This design comes from an exercise in tuning for small area on the open sky130 flow, not from production work.
In this exercise RTL edits were held to simulation tests only and were not proved equivalent to the original.

==> flow/design.v (outline; a module is shown in full before it is edited, if it fits) <==
// module odd_even_sort_stage: 27 lines
// module odd_even_sort: 888 lines
module odd_even_sort #(
    parameter n = 32,
    parameter k = 8
)
(
    input [n * k - 1:0] in,
    input clk, reset,
    output [n * k - 1:0] out
);
  // ...
==> flow/flow/run.sh <==
#!/bin/bash
# The standard layout with two changes:
# - synthesis maps the logic with ABC's area-oriented mapper (amap) instead of
#   the delay-oriented one: flow/abc_area.script replaces ORFS's abc_area.script
#   in a copy of ORFS's scripts folder; the rest of synthesis is unchanged, so
#   the registers are the standard synthesis's;
# - buffer_ports puts plain buf_1 cells on every input and output port.
set -euo pipefail
here=$(pwd)
rm -rf "$here/scripts_amap"
cp -r "$FLOW_HOME/scripts" "$here/scripts_amap"
cp "$here/flow/abc_area.script" "$here/scripts_amap/abc_area.script"
export SCRIPTS_DIR="$here/scripts_amap"
export BUFFER_PORTS_ARGS="-buffer_cell sky130_fd_sc_hd__buf_1"
bash standard.sh > standard.log 2>&1
==> flow/flow/abc_area.script <==
strash
dch
amap
topo
stime -c
buffer -c
upsize -c
dnsize -c
==> flow/standard.sh <==
#!/bin/bash
# synth_recipe.tcl (not shown) runs the flow's synth.tcl, then flattens the netlist and writes it again
# the make line also repeats each setting of config.mk as NAME=value (left out here)
make -C /OpenROAD-flow-scripts/flow DESIGN_CONFIG=/design/flow/config.mk WORK_HOME=/design/flow/orfs CLKGATE_MAP_FILE= SYNTH_SCRIPT=/design/flow/synth_recipe.tcl "${@:-finish}"
==> flow/config.mk <==
export PLATFORM = sky130hd
export DESIGN_NAME = odd_even_sort
export DESIGN_NICKNAME = odd_even_sort
export VERILOG_FILES = /design/flow/design.v
export SDC_FILE = /design/flow/constraint.sdc
export NUM_CORES = 4
export LEC_CHECK = 0
export ABC_AREA = 1
export CAP_MARGIN = 20
export CORE_MARGIN = 2
export CORE_UTILIZATION = 55
export CTS_BUF_LIST = sky130_fd_sc_hd__clkbuf_16
export CTS_CLUSTER_DIAMETER = 80
export CTS_CLUSTER_SIZE = 28
export PLACE_DENSITY = 0.68
export SETUP_SLACK_MARGIN = 0.1
export SLEW_MARGIN = 20
==> flow/constraint.sdc <==
create_clock -name core_clock -period 5.0 [get_ports {clk}]
set_input_delay 1.0000 -clock core_clock [delete_from_list [all_inputs] [get_ports {clk}]]
set_output_delay 1.0000 -clock core_clock [all_outputs]
set_load 0.01 [all_outputs]
==> impl_results.md, run 1 <==
* Status: finished clean
* Seq Cell Count at about 7,000
* Vias per cell at 5.211
* Post-cts sizing count at 1
* Share of the synthesized area in the top cell type at between 70% and 80%
* M2 GR Usage at 40.86%
* Post-DP HPWL at around 330 mm
* Clk pin slew, worst setup/hold paths at roughly 100 ps
* Fill cells at 27,480
* Initial Utilization at between 50% and 60%
* Final critical path time including I/O delays and setup at between 4000 and 5000 ps
* Gr ovfl total at 0
* Post-synth top flop: dfxtp_1
* Skew final at approximately 53 ps
* Hold Path Class: reg -> reg
* Initial antenna violation count at 17
* CP Buf/Inv Count at 5
* Dpl ws at -216.3 ps
* CTS Root Buffer Type: clkbuf_16
* FF+latch count, synth at between 6,000 and 7,000
* CTS tree: built
* Crit. path cell count at 15
* Hold depth at 0
* Ant. Diodes at 17
* WL per Instance at around 20 microns
* Vias in the first global route at 102,100
* First-pass detailed-route iteration total at 9
* CP cell instances: inv_1 -> o221ai_1 -> a222oi_1 -> a221o_1 -> a311oi_1 -> buf_4 -> inv_1 -> o22ai_1 -> nor2_1 -> or4_1 -> a2111oi_0 -> buf_4 -> o21ai_0 -> a2111oi_0 -> buf_4
* Post-Synth Simple-Gate Area at under 10%
* Gpl congestion at approximately 1.0
* Post-synthesis mux area share at 0%
* PortBufs at 513
* Die Ht at slightly below 600 microns
* Ranking of synthesized cells by area: dfxtp_1, o22ai_1, inv_1
* Post-Syn Nets at between 15,000 and 20,000
* CORE AREA at between 300,000 and 400,000 sq um
* Worst skew pair latency at roughly 940 ps
* Adder-cell area share of the yosys netlist at less than 1%
* Routed wl met3 at about 18 mm
* Via count at approximately 110k
* Cell count after synthesis at around 16,000
==> run 2: changes to the inputs <==
--- a/flow/design.v
+++ b/flow/design.v
@@ -738,19 +738,17 @@
     reg [197:0] r28;   
     always @(posedge clk) r28 <= r27;
     reg [197:0] r29;   
     always @(posedge clk) r29 <= r28;
     reg [197:0] r30;   
     always @(posedge clk) r30 <= r29;
     reg [197:0] r31;   
     always @(posedge clk) r31 <= r30;
-    reg [197:0] r32;   
-    always @(posedge clk) r32 <= r31;
-    wire [197:0] g = ~r32;
+    wire [197:0] g = ~r31;
     wire [255:0] dec;
     wire [4:0] d1 = g[160 +: 5];
     wire [4:0] d2 = g[165 +: 5];
     wire [4:0] d3 = g[170 +: 5];
     wire [4:0] d4 = g[175 +: 5];
     wire [4:0] d5 = g[180 +: 5];
     wire [4:0] d6 = g[185 +: 5];
     wire [4:0] d7 = g[190 +: 5];
@@ -906,10 +904,12 @@
     assign dec[237] = u29[3] ? (u29[5] ? u29[6] : u29[4]) : (u29[1] ? u29[2] : u29[0]);
     assign dec[240 +: 5] = g[150 +: 5];
     wire [6:0] u30 = {(d7 > 5'd30), (d6 > 5'd30), (d5 > 5'd30), (d4 > 5'd30), (d3 > 5'd30), (d2 > 5'd30), (d1 > 5'd30)};
     assign dec[247] = u30[3];
     assign dec[246] = u30[3] ? u30[5] : u30[1];
     assign dec[245] = u30[3] ? (u30[5] ? u30[6] : u30[4]) : (u30[1] ? u30[2] : u30[0]);
     assign dec[248 +: 5] = g[155 +: 5];
     assign dec[253 +: 3] = g[195 +: 3];
-    assign out = dec & {256{valid}};
+    reg [255:0] r32;   
+    always @(posedge clk) r32 <= dec;
+    assign out = r32 & {256{valid}};
 endmodule
--- a/flow/config.mk
+++ b/flow/config.mk
@@ -6,12 +6,12 @@
 export NUM_CORES = 4
 export LEC_CHECK = 0
 export ABC_AREA = 1
 export CAP_MARGIN = 20
 export CORE_MARGIN = 2
 export CORE_UTILIZATION = 55
 export CTS_BUF_LIST = sky130_fd_sc_hd__clkbuf_16
 export CTS_CLUSTER_DIAMETER = 80
-export CTS_CLUSTER_SIZE = 28
+export CTS_CLUSTER_SIZE = 24
 export PLACE_DENSITY = 0.68
 export SETUP_SLACK_MARGIN = 0.1
 export SLEW_MARGIN = 20
==> impl_results.md, run 2 <==
* Gpl congestion at 1.011 (-0.13%)
* DIE WIDTH at ~590 microns
* First-pass detailed-route iteration total at 6 (-3)
* Num Clock Sinks at approximately 7,000
* Max Clk Rate at between 0.2 and 0.25 GHz
* Total Routing Usage GR at between 20% and 30%
* Initial antenna violation count at 36 (+19)
* Hold depth at 2 (+2)
* Die area at ~350,000 sq um
* Remaining DRCs at 0
* First-pass GRT wire length at about 650 mm
* Post-DP HPWL at 346.1 mm (+3.8%)
* Routed wl met3 at 19.04 mm (+5.0%)
* P&R area growth vs syn at 9.877%
* Crit. path cell count at 24 (+9)
* Post-Syn Nets at 16,880 (+2.0%)
* Largest net degree at the start of global routing at 135
* Maxcap violations at 0
* Vias in the first global route at 106,300 (+4.1%)
* Cell count after synthesis at 16,620 (+2.0%)
* Nets@finish at ~18,000
* Final critical path time including I/O delays and setup at 4654 ps (-62.28 ps)
* Hold Path Class: in -> reg
* Netlist cell types at 88
* Final Cycle Share at 93.08%
* Top delay family on crit path: compound AO/OA/AOI/OAI gates
* R2R cell count at 24
* Commonest non-fill, non-tap cells in the layout: dfxtp_1, o22ai_1, inv_1
* Synth warn at 1
* Skew final at 55.20 ps (+2.696 ps)
* Share of the synthesized area in the top cell type at 73.26% (-0.64 points)
* Min Hold Slack at roughly 300 ps
* Total CTS buffers at roughly 350
* RSZ-0062 raised after global routing: true
* Share of layout cells above drive strength 1 at under 10%
* Ranking of synthesized cells by area: dfxtp_1, o22ai_1, inv_1
* Clock buffer depth at 4
* Initial Utilization at 55.24% (about the same)
* Worst skew pair latency at 960 ps (+20 ps)
* Routed Wire Length at between 400 and 500 mm
* CORE AREA at 346,200 sq um (+1.8%)
* FF/Latch Area at ~140,000 sq um
* Post-synth EDFFs at 0
* Metal-1 WL at between 150 and 200 mm
* Vias per cell at 5.203 (-0.15%)
* Number of DRC markers in iteration 0 at around 8,300
* Slew headroom at 8.975%
* Synthesized area at around 190,000 sq um
* CP Launch Type: flip-flop
* Setup TNS Final at 0 ps
* Arr. time, crit path at roughly 5500 ps
* Antenna Violating Nets Remaining at 0
* Critical path peak fanout at 15
* Final std cells w/o fill at ~22,000
* Clk pin slew, worst setup/hold paths at 100 ps (about the same)
* Crit-path slowest cell: o22ai_1
* R2R Setup Slk at ~350 ps
* PortBufs at 513 (unchanged)
* Largest area contributor in the synthesized netlist: dfxtp_1
* WL per Instance at 20.14 microns (+2.3%)
* Setup bufs post-CTS at 0
* Final hold viol count at 0
* Metal2 WL at 214.2 mm
* Crit path kind: reg -> reg
* Area used by multi-input combinational logic at 38,970 sq um
* # setup viols final at 0
* Rows at approximately 220
* Placed Cells at ~22,000
* Post-synth top flop: dfxtp_1
* CTS Root Buffer Type: clkbuf_16
* CP cell instances: inv_1 -> nor2_1 -> o32ai_1 -> o21a_1 -> a21oi_1 -> a21oi_1 -> a221oi_1 -> a221oi_1 -> o31ai_1 -> o21ai_2 -> inv_2 -> o22ai_1 -> o32ai_1 -> o21a_1 -> a21oi_1 -> a21oi_1 -> a221oi_1 -> a221oi_1 -> a2111oi_0 -> nor2_1 -> o31ai_1 -> buf_4 -> inv_2 -> o22ai_1
* Post-synth ARST share at 0.09993%
* Slew Limit Fails at 0
* Most common cell in the synthesized netlist: dfxtp_1
* Synth Area per Inst at 11.51 sq um
* Die Ht at 593.7 microns (+0.85%)
* CP Buf/Inv Count at 4 (-1)
* FF+latch count, synth at 7,005 (+0.83%)
* Critical Path RT at 5800 ps
* Setup crit end kind: flip-flop
* CTS tree: built
* Sequential cell area fraction in the yosys report at approximately three quarters
* DR top layer: met5
* Least-Margin Pin Slew at between 1000 and 1500 ps
* Commonest non-fill, non-tap cell in the layout: dfxtp_1
* Synth cell count leaders: dfxtp_1, o22ai_1, inv_1, nor2_1, a21oi_1
* Via count at 115,200 (+1.8%)
* Slowest Stage Delay on Critical Path at 470 ps
* H-Tree Depth at 5
* Status: finished clean
* Io pins at roughly 500
* Gr ovfl total at 0 (unchanged)
* Fill cells at 27,690 (+0.75%)
-- run 2: kinds of logic after synthesis --
kind of cell / share of synthesized area [%]
simple gates: 4.601
fa+ha+maj: 0.01308
flops: 73.35
compound gates: 15.71
buf+inv: 6.329
-- run 2: per-layer routing --
metal	vias to the layer above	GRT usage (%)
met5	-	0
met2	3228	42.33
met3	947	3.039
met4	10	16.67
li1	58110	-
met1	52870	27.86
-- run 2: layout make-up --
| class | count | share of cell area (%) |
|---|---|---|
| sequential | 7005 | 66.76 |
| multi-input combinational | 6476 | 18.55 |
| inverter | 2725 | 4.883 |
| clock buffer | 350 | 4.168 |
| tap | 4578 | 2.726 |
| timing repair buffer | 883 | 2.257 |
| clock inverter | 84 | 0.6205 |
| antenna | 32 | 0.03811 |
-- run 2: worst register-to-register path: cells and delay by family (launching register included) --
family | cells | cell delay, ps
flops | 1 | 340
simple gates | 2 | 130
compound gates | 18 | 3290
buf+inv | 4 | 730
-- run 2: repair_timing --
action | in CTS | in global routing
endpoints found under the hold margin | 7 | 0
gates resized for setup | 0 | 18
hold buffers | 1 | 0
endpoints found under the setup margin | 0 | 52
-- run 2: metrics by stage --
step	worst slack (ps)	cell area, sq um	utilization [%]
6_report	345.9	210100	60.69
5_1_grt	19.50	210100	60.68
4_1_cts	281.4	209900	60.63
3_5_place_dp	261.7	199800	57.72
3_3_place_gp	324.0	199800	57.72
2_1_floorplan	903.0	191200	-
-- run 2: path summary, 6_finish.rpt --
check / startpoint / to
max in group asynchronous: reset / since[2]
min: in[215] / r0[255]
max reg2reg: r5[217] / r6[216]
min in group asynchronous: reset / since[0]
max: r5[217] / r6[216]
min reg2reg: r28[119] / r29[119]

==> separate check: timing with driven ports <==
The flow's constraints put no driver on any port. The routed layouts listed below were extracted and timed again, unchanged, in two steps. Step 1: set_driving_cell puts a clkbuf_16 on clk and a buf_2 on each other input, an assumption about the parent block. Step 2, shift: input delay + t, output delay - t, t = (earliest + latest rising clock arrival at the registers) / 2. This alone moves slack from input paths to output paths. a / b / c = no drivers / after step 1 / after step 2; a / b = the first two.
| run | t (ns) | slack for setup (ns) | worst hold slack (ns) | worst setup path after step 2 | clock arrival spread, ns |
|---|---|---|---|---|---|
| run 1 | 1.033 | 0.284 / 0.185 / -0.081 | 0.310 / 0.293 / 0.310 | input to register | 0.054 / 0.054 |
| run 2 | 1.054 | 0.346 / 0.346 / 0.236 | 0.304 / 0.217 / 0.308 | input to register | 0.062 / 0.061 |
With both steps, setup timing fails in run 1, where it was met with ideal ports. For run 1, which loses most, drivers alone change the setup slack by -0.099 ns; drivers and shift together by -0.365 ns.
